From an optimization exercise on the open Yosys and OpenROAD flow, aimed at small area, a short achievable clock period and few clock cycles; shortcuts taken in it are not production practice. RTL that was checked went through simulation tests only; none was proved equivalent to the original. No activity file was given, so power comes from the tool's default toggle rates.

== rev 12 ==
// cpu_design
module cpu_design (reset, clock, write_read, M_address, M_data_in, M_data_out, overflow, status);
==> module cpu_design, before the edit <==
module cpu_design (reset, clock, write_read, M_address, M_data_in, M_data_out, overflow, status);
input reset, clock;
input [7:0] M_data_in;
output write_read, overflow;
output [7:0] M_data_out;
output [11:0] M_address;
output [2:0] status;
reg [11:0] MAR, PC;
reg [7:0] IR;
reg [7:0] R0, R1, R2, R3;
reg ovf;
reg st_e, st_tj, st_tr, st_tw, st_h;
wire [3:0] op = IR[7:4];
wire [1:0] rd_i = IR[3:2];
wire [1:0] rs_i = IR[1:0];
wire op_ld   = op == 4'd1;
wire op_add  = op == 4'd3;
wire op_sub  = op == 4'd4;
wire op_swap = op == 4'd10;
wire op_jmp  = op == 4'd11;
wire op_jz   = op == 4'd12;
wire op_rd   = op == 4'd13;
wire op_wr   = op == 4'd14;
wire op_stop = op == 4'd15;
wire op_two  = op_jmp | op_jz | op_rd | op_wr;
wire op_alu  = (op >= 4'd2) && (op <= 4'd10);
reg [7:0] rd, rs;
always @(*) begin
	case (rd_i)
		2'd0: rd = R0;
		2'd1: rd = R1;
		2'd2: rd = R2;
		default: rd = R3;
	endcase
	case (rs_i)
		2'd0: rs = R0;
		2'd1: rs = R1;
		2'd2: rs = R2;
		default: rs = R3;
	endcase
end
wire [9:0] sum_c = {1'b0, rd, 1'b1} + {1'b0, rs ^ {8{op_sub}}, op_sub};
wire [8:0] sum = sum_c[9:1];
wire f8 = sum[8] ^ op_sub;
wire f7 = sum[7];
reg [7:0] res;
always @(*) begin
	case (op)
		4'd3, 4'd4: res = sum[7:0];
		4'd5: res = rd & rs;
		4'd6: res = rd | rs;
		4'd7: res = rd ^ rs;
		4'd8: res = {1'b0, rd[7:1]};
		4'd9: res = {rd[6:0], 1'b0};
		default: res = rs;   
	endcase
end
wire r0z = (R0 == 8'd0);
wire st_b = ~(st_e | st_tj | st_tr | st_tw | st_h);
wire e_two = st_e & op_two;
wire go_t = e_two & ~(op_jz & ~r0z);
wire fetch = st_b | (st_e & ~op_two & ~op_stop) | st_tj;
wire [11:0] mar_inc = MAR + 12'd1;
assign M_address = MAR;
assign M_data_out = R0;
assign write_read = st_tw;
assign overflow = ovf;
assign status = {1'b0, st_tw, st_tw | st_h};
wire wr_alu = st_e & op_alu;
wire wr_sw  = st_e & op_swap;
always @(posedge clock or negedge reset) begin
	if (!reset) begin
		MAR <= 12'd0;
		st_e <= 1'b0;
		st_tj <= 1'b0;
		st_tr <= 1'b0;
		st_tw <= 1'b0;
		st_h <= 1'b0;
		ovf <= 1'b0;
		R0 <= 8'd0;
		R1 <= 8'd0;
		R2 <= 8'd0;
		R3 <= 8'd0;
	end else begin
		if (go_t)
			MAR <= {IR[3:0], M_data_in};
		else if (st_tr | st_tw)
			MAR <= PC;
		else
			MAR <= mar_inc;
		st_e <= fetch;
		st_tj <= go_t & (op_jmp | op_jz);
		st_tr <= go_t & op_rd;
		st_tw <= go_t & op_wr;
		if (st_e & op_stop)
			st_h <= 1'b1;
		if (st_e & (op_add | op_sub))
			ovf <= f8 ^ f7;
		if (st_tr) R0 <= M_data_in;
		else if (st_e & op_ld) R0 <= {4'd0, IR[3:0]};
		else if (wr_alu & (rd_i == 2'd0)) R0 <= res;
		else if (wr_sw & (rs_i == 2'd0)) R0 <= rd;
		if (wr_alu & (rd_i == 2'd1)) R1 <= res;
		else if (wr_sw & (rs_i == 2'd1)) R1 <= rd;
		if (wr_alu & (rd_i == 2'd2)) R2 <= res;
		else if (wr_sw & (rs_i == 2'd2)) R2 <= rd;
		if (wr_alu & (rd_i == 2'd3)) R3 <= res;
		else if (wr_sw & (rs_i == 2'd3)) R3 <= rd;
	end
end
always @(posedge clock) begin
	IR <= M_data_in;
	PC <= mar_inc;   
end
endmodule
==> flow/config.mk <==
export PLATFORM = sky130hd
export DESIGN_NAME = cpu_design
export DESIGN_NICKNAME = cpu_design
export VERILOG_FILES = /design/flow/design.v
export SDC_FILE = /design/flow/constraint.sdc
export NUM_CORES = 4
export LEC_CHECK = 0
export CAP_MARGIN = 20
export CORE_MARGIN = 2
export CORE_UTILIZATION = 40
export SETUP_SLACK_MARGIN = 5
export SLEW_MARGIN = 20
==> flow/constraint.sdc <==
create_clock -name core_clock -period 8.0 [get_ports {clock}]
set_input_delay 1.6000 -clock core_clock [delete_from_list [all_inputs] [get_ports {clock}]]
set_output_delay 1.6000 -clock core_clock [all_outputs]
set_load 0.01 [all_outputs]
run.sh (not shown) runs the stock make flow with config.mk's settings and CLKGATE_MAP_FILE= SYNTH_SCRIPT=/design/flow/synth_recipe.tcl, a recipe that flattens the netlist after the stock synthesis.
Relative to rev 12, the following input files were edited for rev 13:
--- a/flow/design.v
+++ b/flow/design.v
@@ -60,7 +60,15 @@
 wire e_two = st_e & op_two;
 wire go_t = e_two & ~(op_jz & ~r0z);
 wire fetch = st_b | (st_e & ~op_two & ~op_stop) | st_tj;
-wire [11:0] mar_inc = MAR + 12'd1;
+wire wr0 = st_tr | st_e & (op_ld | op_alu & (rd_i == 2'd0) | op_swap & (rs_i == 2'd0));
+wire r0_nz_next = ~wr0 & ~r0z
+	| st_e & op_ld & (|IR[3:0])
+	| st_e & (op == 4'd8) & (rd_i == 2'd0) & (|R0[7:1])
+	| st_e & (op == 4'd9) & (rd_i == 2'd0) & (|R0[6:0]);
+wire skip = fetch & r0_nz_next & (M_data_in[7:4] == 4'd12);
+wire [10:0] mar_hi_inc = MAR[11:1] + 11'd1;
+wire [11:0] mar_inc = {MAR[0] ? mar_hi_inc : MAR[11:1], ~MAR[0]};
+wire [11:0] mar_next = {(MAR[0] | skip) ? mar_hi_inc : MAR[11:1], MAR[0] ^ ~skip};
 assign M_address = MAR;
 assign M_data_out = R0;
 assign write_read = st_tw;
@@ -87,8 +95,8 @@
 		else if (st_tr | st_tw)
 			MAR <= PC;
 		else
-			MAR <= mar_inc;
-		st_e <= fetch;
+			MAR <= mar_next;
+		st_e <= fetch & ~skip;
 		st_tj <= go_t & (op_jmp | op_jz);
 		st_tr <= go_t & op_rd;
 		st_tw <= go_t & op_wr;
==> notes.md <==
- Rev 13 finished all stages; the layout is clean.
- Rev 12 -> rev 13: combinational power increased by more than 10%
- Across both runs, period utilization was higher for rev 13 than for rev 12.
- Re layout overhead on the synthesized area: rev 13 is 2.9 points up on rev 12.
- NOTE: via count of the first global-routing pass in rev 13 falls short of that of rev 12
- Number of non-clock inverters in the layout came out lower on rev 13 than on rev 12.
- The count of boundary I/O pins of rev 13 and that of rev 12 are within noise of each other.
- Comparing rev 12 with rev 13, the number of enable-type register cells in the synthesized netlist came out essentially unchanged.
Testbench counts of rev 13, summed over its fixed seeds: cycles 245,097.
Only the layout flow was run in rev 12; the RTL was not checked for function there.

========
Setup of beta:
cpu_design, a different RTL version from the one above (not shown whole).
For scale: about 35 I/O pins.
## cpu_design
module cpu_design (reset, clock, write_read, M_address, M_data_in, M_data_out, overflow, status);
input reset, clock;
input [7:0] M_data_in;
output write_read, overflow;
output [7:0] M_data_out;
output [11:0] M_address;
output [2:0] status;
reg [11:0] MAR, PC;
reg [7:0] IR;
reg [7:0] R0, R1, R2, R3;
reg ovf;
reg st_e, st_tj, st_tr, st_tw, st_h;
wire [3:0] op = IR[7:4];
wire [1:0] rd_i = IR[3:2];
wire [1:0] rs_i = IR[1:0];
wire op_ld   = op == 4'd1;
wire op_add  = op == 4'd3;
wire op_sub  = op == 4'd4;
wire op_swap = op == 4'd10;
wire op_jmp  = op == 4'd11;
wire op_jz   = op == 4'd12;
wire op_rd   = op == 4'd13;
wire op_wr   = op == 4'd14;
wire op_stop = op == 4'd15;
wire op_two  = op_jmp | op_jz | op_rd | op_wr;
wire op_alu  = (op >= 4'd2) && (op <= 4'd10);
reg [7:0] rd, rs;
always @(*) begin
	case (rd_i)
		2'd0: rd = R0;
		2'd1: rd = R1;
		2'd2: rd = R2;
		default: rd = R3;
	endcase
	case (rs_i)
		2'd0: rs = R0;
		2'd1: rs = R1;
		2'd2: rs = R2;
		default: rs = R3;
	endcase
end
wire [7:0] bb = rs ^ {8{op_sub}};
wire [8:0] lo_c = {1'b0, rd[6:0], 1'b1} + {1'b0, bb[6:0], op_sub};
wire c7 = lo_c[8];
wire [7:0] sum = {rd[7] ^ bb[7] ^ c7, lo_c[7:1]};
wire ovf_f = op_sub ^ (c7 ? ~(rd[7] & bb[7]) : (rd[7] | bb[7]));
reg [3:0] lut;
always @(*) begin
	case (op)
		4'd5: lut = 4'b1000;
		4'd6: lut = 4'b1110;
		4'd7: lut = 4'b0110;
		default: lut = 4'b1010;   
	endcase
end
wire sel_sum = op_add | op_sub;
wire sel_shr = op == 4'd8;
wire sel_shl = op == 4'd9;
reg [7:0] res;
integer bi;
always @(*) begin
	for (bi = 0; bi < 8; bi = bi + 1)
		res[bi] = lut[{rd[bi], rs[bi]}];
	if (sel_shr) res = {1'b0, rd[7:1]};
	if (sel_shl) res = {rd[6:0], 1'b0};
	if (sel_sum) res = sum[7:0];
end
wire r0z = (R0 == 8'd0);
wire st_b = ~(st_e | st_tj | st_tr | st_tw | st_h);
wire e_two = st_e & op_two;
wire go_t = e_two & ~(op_jz & ~r0z);
wire fetch = st_b | (st_e & ~op_two & ~op_stop) | st_tj;
wire wr0 = st_tr | st_e & (op_ld | op_alu & (rd_i == 2'd0) | op_swap & (rs_i == 2'd0));
wire r0_nz_next = ~wr0 & ~r0z
	| st_e & op_ld & (|IR[3:0])
	| st_e & (op == 4'd8) & (rd_i == 2'd0) & (|R0[7:1])
	| st_e & (op == 4'd9) & (rd_i == 2'd0) & (|R0[6:0]);
wire skip = fetch & r0_nz_next & (M_data_in[7:4] == 4'd12);
wire [11:0] base = (st_tr | st_tw) ? PC : MAR;
wire [10:0] base_hi_inc = base[11:1] + 11'd1;
  ...
==> module cpu_design, before the edit <==
module cpu_design (reset, clock, write_read, M_address, M_data_in, M_data_out, overflow, status);
input reset, clock;
input [7:0] M_data_in;
output write_read, overflow;
output [7:0] M_data_out;
output [11:0] M_address;
output [2:0] status;
reg [11:0] MAR, PC;
reg [7:0] IR;
reg [7:0] R0, R1, R2, R3;
reg ovf;
reg st_e, st_tj, st_tr, st_tw, st_h;
wire [3:0] op = IR[7:4];
wire [1:0] rd_i = IR[3:2];
wire [1:0] rs_i = IR[1:0];
wire op_ld   = op == 4'd1;
wire op_add  = op == 4'd3;
wire op_sub  = op == 4'd4;
wire op_swap = op == 4'd10;
wire op_jmp  = op == 4'd11;
wire op_jz   = op == 4'd12;
wire op_rd   = op == 4'd13;
wire op_wr   = op == 4'd14;
wire op_stop = op == 4'd15;
wire op_two  = op_jmp | op_jz | op_rd | op_wr;
wire op_alu  = (op >= 4'd2) && (op <= 4'd10);
reg [7:0] rd, rs;
always @(*) begin
	case (rd_i)
		2'd0: rd = R0;
		2'd1: rd = R1;
		2'd2: rd = R2;
		default: rd = R3;
	endcase
	case (rs_i)
		2'd0: rs = R0;
		2'd1: rs = R1;
		2'd2: rs = R2;
		default: rs = R3;
	endcase
end
wire [7:0] bb = rs ^ {8{op_sub}};
wire [8:0] lo_c = {1'b0, rd[6:0], 1'b1} + {1'b0, bb[6:0], op_sub};
wire c7 = lo_c[8];
wire [7:0] sum = {rd[7] ^ bb[7] ^ c7, lo_c[7:1]};
wire ovf_f = op_sub ^ (c7 ? ~(rd[7] & bb[7]) : (rd[7] | bb[7]));
reg [3:0] lut;
always @(*) begin
	case (op)
		4'd5: lut = 4'b1000;
		4'd6: lut = 4'b1110;
		4'd7: lut = 4'b0110;
		default: lut = 4'b1010;   
	endcase
end
wire sel_sum = op_add | op_sub;
wire sel_shr = op == 4'd8;
wire sel_shl = op == 4'd9;
reg [7:0] res;
integer bi;
always @(*) begin
	for (bi = 0; bi < 8; bi = bi + 1)
		res[bi] = lut[{rd[bi], rs[bi]}];
	if (sel_shr) res = {1'b0, rd[7:1]};
	if (sel_shl) res = {rd[6:0], 1'b0};
	if (sel_sum) res = sum[7:0];
end
wire r0z = (R0 == 8'd0);
wire st_b = ~(st_e | st_tj | st_tr | st_tw | st_h);
wire e_two = st_e & op_two;
wire go_t = e_two & ~(op_jz & ~r0z);
wire fetch = st_b | (st_e & ~op_two & ~op_stop) | st_tj;
wire wr0 = st_tr | st_e & (op_ld | op_alu & (rd_i == 2'd0) | op_swap & (rs_i == 2'd0));
wire r0_nz_next = ~wr0 & ~r0z
	| st_e & op_ld & (|IR[3:0])
	| st_e & (op == 4'd8) & (rd_i == 2'd0) & (|R0[7:1])
	| st_e & (op == 4'd9) & (rd_i == 2'd0) & (|R0[6:0]);
wire skip = fetch & r0_nz_next & (M_data_in[7:4] == 4'd12);
wire [11:0] base = (st_tr | st_tw) ? PC : MAR;
wire [10:0] base_hi_inc = base[11:1] + 11'd1;
wire [11:0] seq_next = {(base[0] | skip) ? base_hi_inc : base[11:1], base[0] ^ ~skip};
assign M_address = MAR;
assign M_data_out = R0;
assign write_read = st_tw;
assign overflow = ovf;
assign status = {1'b0, st_tw, st_tw | st_h};
wire wr_alu = st_e & op_alu;
wire wr_sw  = st_e & op_swap;
always @(posedge clock or negedge reset) begin
	if (!reset) begin
		MAR <= 12'd0;
		st_e <= 1'b0;
		st_tj <= 1'b0;
		st_tr <= 1'b0;
		st_tw <= 1'b0;
		st_h <= 1'b0;
		ovf <= 1'b0;
		R0 <= 8'd0;
		R1 <= 8'd0;
		R2 <= 8'd0;
		R3 <= 8'd0;
	end else begin
		if (go_t)
			MAR <= {IR[3:0], M_data_in};
		else
			MAR <= seq_next;
		st_e <= fetch & ~skip;
		st_tj <= go_t & (op_jmp | op_jz);
		st_tr <= go_t & op_rd;
		st_tw <= go_t & op_wr;
		if (st_e & op_stop)
			st_h <= 1'b1;
		if (st_e & (op_add | op_sub))
			ovf <= ovf_f;
		if (st_tr) R0 <= M_data_in;
		else if (st_e & op_ld) R0 <= {4'd0, IR[3:0]};
		else if (wr_alu & (rd_i == 2'd0)) R0 <= res;
		else if (wr_sw & (rs_i == 2'd0)) R0 <= rd;
		if (wr_alu & (rd_i == 2'd1)) R1 <= res;
		else if (wr_sw & (rs_i == 2'd1)) R1 <= rd;
		if (wr_alu & (rd_i == 2'd2)) R2 <= res;
		else if (wr_sw & (rs_i == 2'd2)) R2 <= rd;
		if (wr_alu & (rd_i == 2'd3)) R3 <= res;
		else if (wr_sw & (rs_i == 2'd3)) R3 <= rd;
	end
end
always @(posedge clock) begin
	IR <= M_data_in;
	PC <= MAR;   
end
endmodule
Settings: LEC_CHECK=0, ABC_AREA=1, CAP_MARGIN=20, CORE_MARGIN=2, CORE_UTILIZATION=65, CTS_BUF_LIST=sky130_fd_sc_hd__clkbuf_8, CTS_CLUSTER_SIZE=30, SETUP_SLACK_MARGIN=5, SLEW_MARGIN=20; clock period 8.0 ns.
standard.sh (not shown) runs the stock make flow with config.mk's settings and CLKGATE_MAP_FILE= SYNTH_SCRIPT=/design/flow/synth_recipe.tcl, a recipe that flattens the netlist after the stock synthesis.
==> flow/flow/run.sh <==
#!/bin/bash
set -euo pipefail
here=$(cd "$(dirname "$0")" && pwd)
source "$here/params.sh"
args=(SETUP_SLACK_MARGIN=$MARGIN "BUFFER_PORTS_ARGS=-buffer_cell $PORT_BUF")
if [[ -n "${CTS_ARGS:-}" ]]; then args+=("CTS_ARGS=$CTS_ARGS"); fi
bash standard.sh "${args[@]}" finish > make.log 2>&1
==> flow/flow/params.sh <==
MARGIN=5
PORT_BUF=sky130_fd_sc_hd__buf_1
CTS_ARGS="-sink_clustering_enable -repair_clock_nets -sink_clustering_size 30 -buf_list sky130_fd_sc_hd__clkbuf_8 -dont_use_dummy_load"
beta reached the final stage; the timing, design-rule and antenna checks on its layout passed.
## Diff of input files: delta against beta
--- a/flow/design.v
+++ b/flow/design.v
@@ -36,17 +36,16 @@
 		2'd0: rs = R0;
 		2'd1: rs = R1;
 		2'd2: rs = R2;
 		default: rs = R3;
 	endcase
 end
-wire [7:0] bb = rs ^ {8{op_sub}};
-wire [8:0] lo_c = {1'b0, rd[6:0], 1'b1} + {1'b0, bb[6:0], op_sub};
-wire c7 = lo_c[8];
-wire [7:0] sum = {rd[7] ^ bb[7] ^ c7, lo_c[7:1]};
-wire ovf_f = op_sub ^ (c7 ? ~(rd[7] & bb[7]) : (rd[7] | bb[7]));
+wire [9:0] sum_c = {1'b0, rd, 1'b1} + {1'b0, rs ^ {8{op_sub}}, op_sub};
+wire [8:0] sum = sum_c[9:1];
+wire f8 = sum[8] ^ op_sub;
+wire f7 = sum[7];
 reg [3:0] lut;
 always @(*) begin
 	case (op)
 		4'd5: lut = 4'b1000;
 		4'd6: lut = 4'b1110;
 		4'd7: lut = 4'b0110;
@@ -73,15 +72,15 @@
 wire wr0 = st_tr | st_e & (op_ld | op_alu & (rd_i == 2'd0) | op_swap & (rs_i == 2'd0));
 wire r0_nz_next = ~wr0 & ~r0z
 	| st_e & op_ld & (|IR[3:0])
 	| st_e & (op == 4'd8) & (rd_i == 2'd0) & (|R0[7:1])
 	| st_e & (op == 4'd9) & (rd_i == 2'd0) & (|R0[6:0]);
 wire skip = fetch & r0_nz_next & (M_data_in[7:4] == 4'd12);
-wire [11:0] base = (st_tr | st_tw) ? PC : MAR;
-wire [10:0] base_hi_inc = base[11:1] + 11'd1;
-wire [11:0] seq_next = {(base[0] | skip) ? base_hi_inc : base[11:1], base[0] ^ ~skip};
+wire [10:0] mar_hi_inc = MAR[11:1] + 11'd1;
+wire [11:0] mar_inc = {MAR[0] ? mar_hi_inc : MAR[11:1], ~MAR[0]};
+wire [11:0] mar_next = {(MAR[0] | skip) ? mar_hi_inc : MAR[11:1], MAR[0] ^ ~skip};
 assign M_address = MAR;
 assign M_data_out = R0;
 assign write_read = st_tw;
 assign overflow = ovf;
 assign status = {1'b0, st_tw, st_tw | st_h};
 wire wr_alu = st_e & op_alu;
@@ -99,22 +98,24 @@
 		R1 <= 8'd0;
 		R2 <= 8'd0;
 		R3 <= 8'd0;
 	end else begin
 		if (go_t)
 			MAR <= {IR[3:0], M_data_in};
+		else if (st_tr | st_tw)
+			MAR <= PC;
 		else
-			MAR <= seq_next;
+			MAR <= mar_next;
 		st_e <= fetch & ~skip;
 		st_tj <= go_t & (op_jmp | op_jz);
 		st_tr <= go_t & op_rd;
 		st_tw <= go_t & op_wr;
 		if (st_e & op_stop)
 			st_h <= 1'b1;
 		if (st_e & (op_add | op_sub))
-			ovf <= ovf_f;
+			ovf <= f8 ^ f7;
 		if (st_tr) R0 <= M_data_in;
 		else if (st_e & op_ld) R0 <= {4'd0, IR[3:0]};
 		else if (wr_alu & (rd_i == 2'd0)) R0 <= res;
 		else if (wr_sw & (rs_i == 2'd0)) R0 <= rd;
 		if (wr_alu & (rd_i == 2'd1)) R1 <= res;
 		else if (wr_sw & (rs_i == 2'd1)) R1 <= rd;
@@ -123,9 +124,9 @@
 		if (wr_alu & (rd_i == 2'd3)) R3 <= res;
 		else if (wr_sw & (rs_i == 2'd3)) R3 <= rd;
 	end
 end
 always @(posedge clock) begin
 	IR <= M_data_in;
-	PC <= MAR;   
+	PC <= mar_inc;   
 end
 endmodule
Results
Routed length on met1 in delta is 0.68% below beta. As far as sequential cell count goes, beta and delta are indistinguishable; the numbers are identical. In delta, count of non-CTS inverters in the layout is higher than in beta. In the flow results for delta and beta, the final standard cell utilization of the core is larger on beta. Number of nets with antenna violations after detailed routing came out exactly the same in delta and beta. Non-clock buffer count, delta and beta, higher one = beta. delta: instance area at placement is 3.4% higher than what beta reported. delta ends up with lower number of setup buffers added after CTS than beta does. beta -> delta: area of all placed cells without fillers decreased by a few percent. Re cell count after synthesis: delta and beta aren't equal, and the lower value belongs to beta. Post-synthesis to final-layout area growth in delta vs beta: down 8.7 points. Between beta and delta, the flow reports filler-free cell count of the finished design increasing by a few percent.
Testbench counts of delta, summed over its fixed seeds: cycles 245,097.
Function not checked in beta: the RTL went through the layout flow alone.

==> re-timing with driven ports <==
The results above use ideal ports. As a check the final layouts listed here were re-extracted and re-timed, cells and wires unchanged. Step 1, drivers: a clkbuf_16 drives clock and a buf_2 each remaining input, both assumed. Step 2 also shifts input and output timing later by t, the mid clock arrival at the registers, as if the neighbouring blocks saw the same clock. a / b / c = ideal / step 1 / step 2; a / b = the first two.
| run | t, ns | setup slack, ns | worst setup path after step 2 | clock arrival spread, ns | slew at the worst register clock pin (ns) |
|---|---|---|---|---|---|
| rev 12 | 0.392 | 5.001 / 4.960 / 5.001 | register to register | 0.013 / 0.013 | 0.06 / 0.06 |
| rev 13 | 0.387 | 4.917 / 4.917 / 4.696 | input to register | 0.009 / 0.008 | 0.06 / 0.06 |
| beta | 0.374 | 4.627 / 4.600 / 4.225 | input to register | 0.030 / 0.029 | 0.09 / 0.09 |
| delta | 0.376 | 5.090 / 5.090 / 4.911 | input to register | 0.021 / 0.022 | 0.08 / 0.08 |
After both steps setup and hold are still met in every run listed. For beta, which loses most, drivers alone change the setup slack by -0.027 ns; drivers and shift together by -0.402 ns.
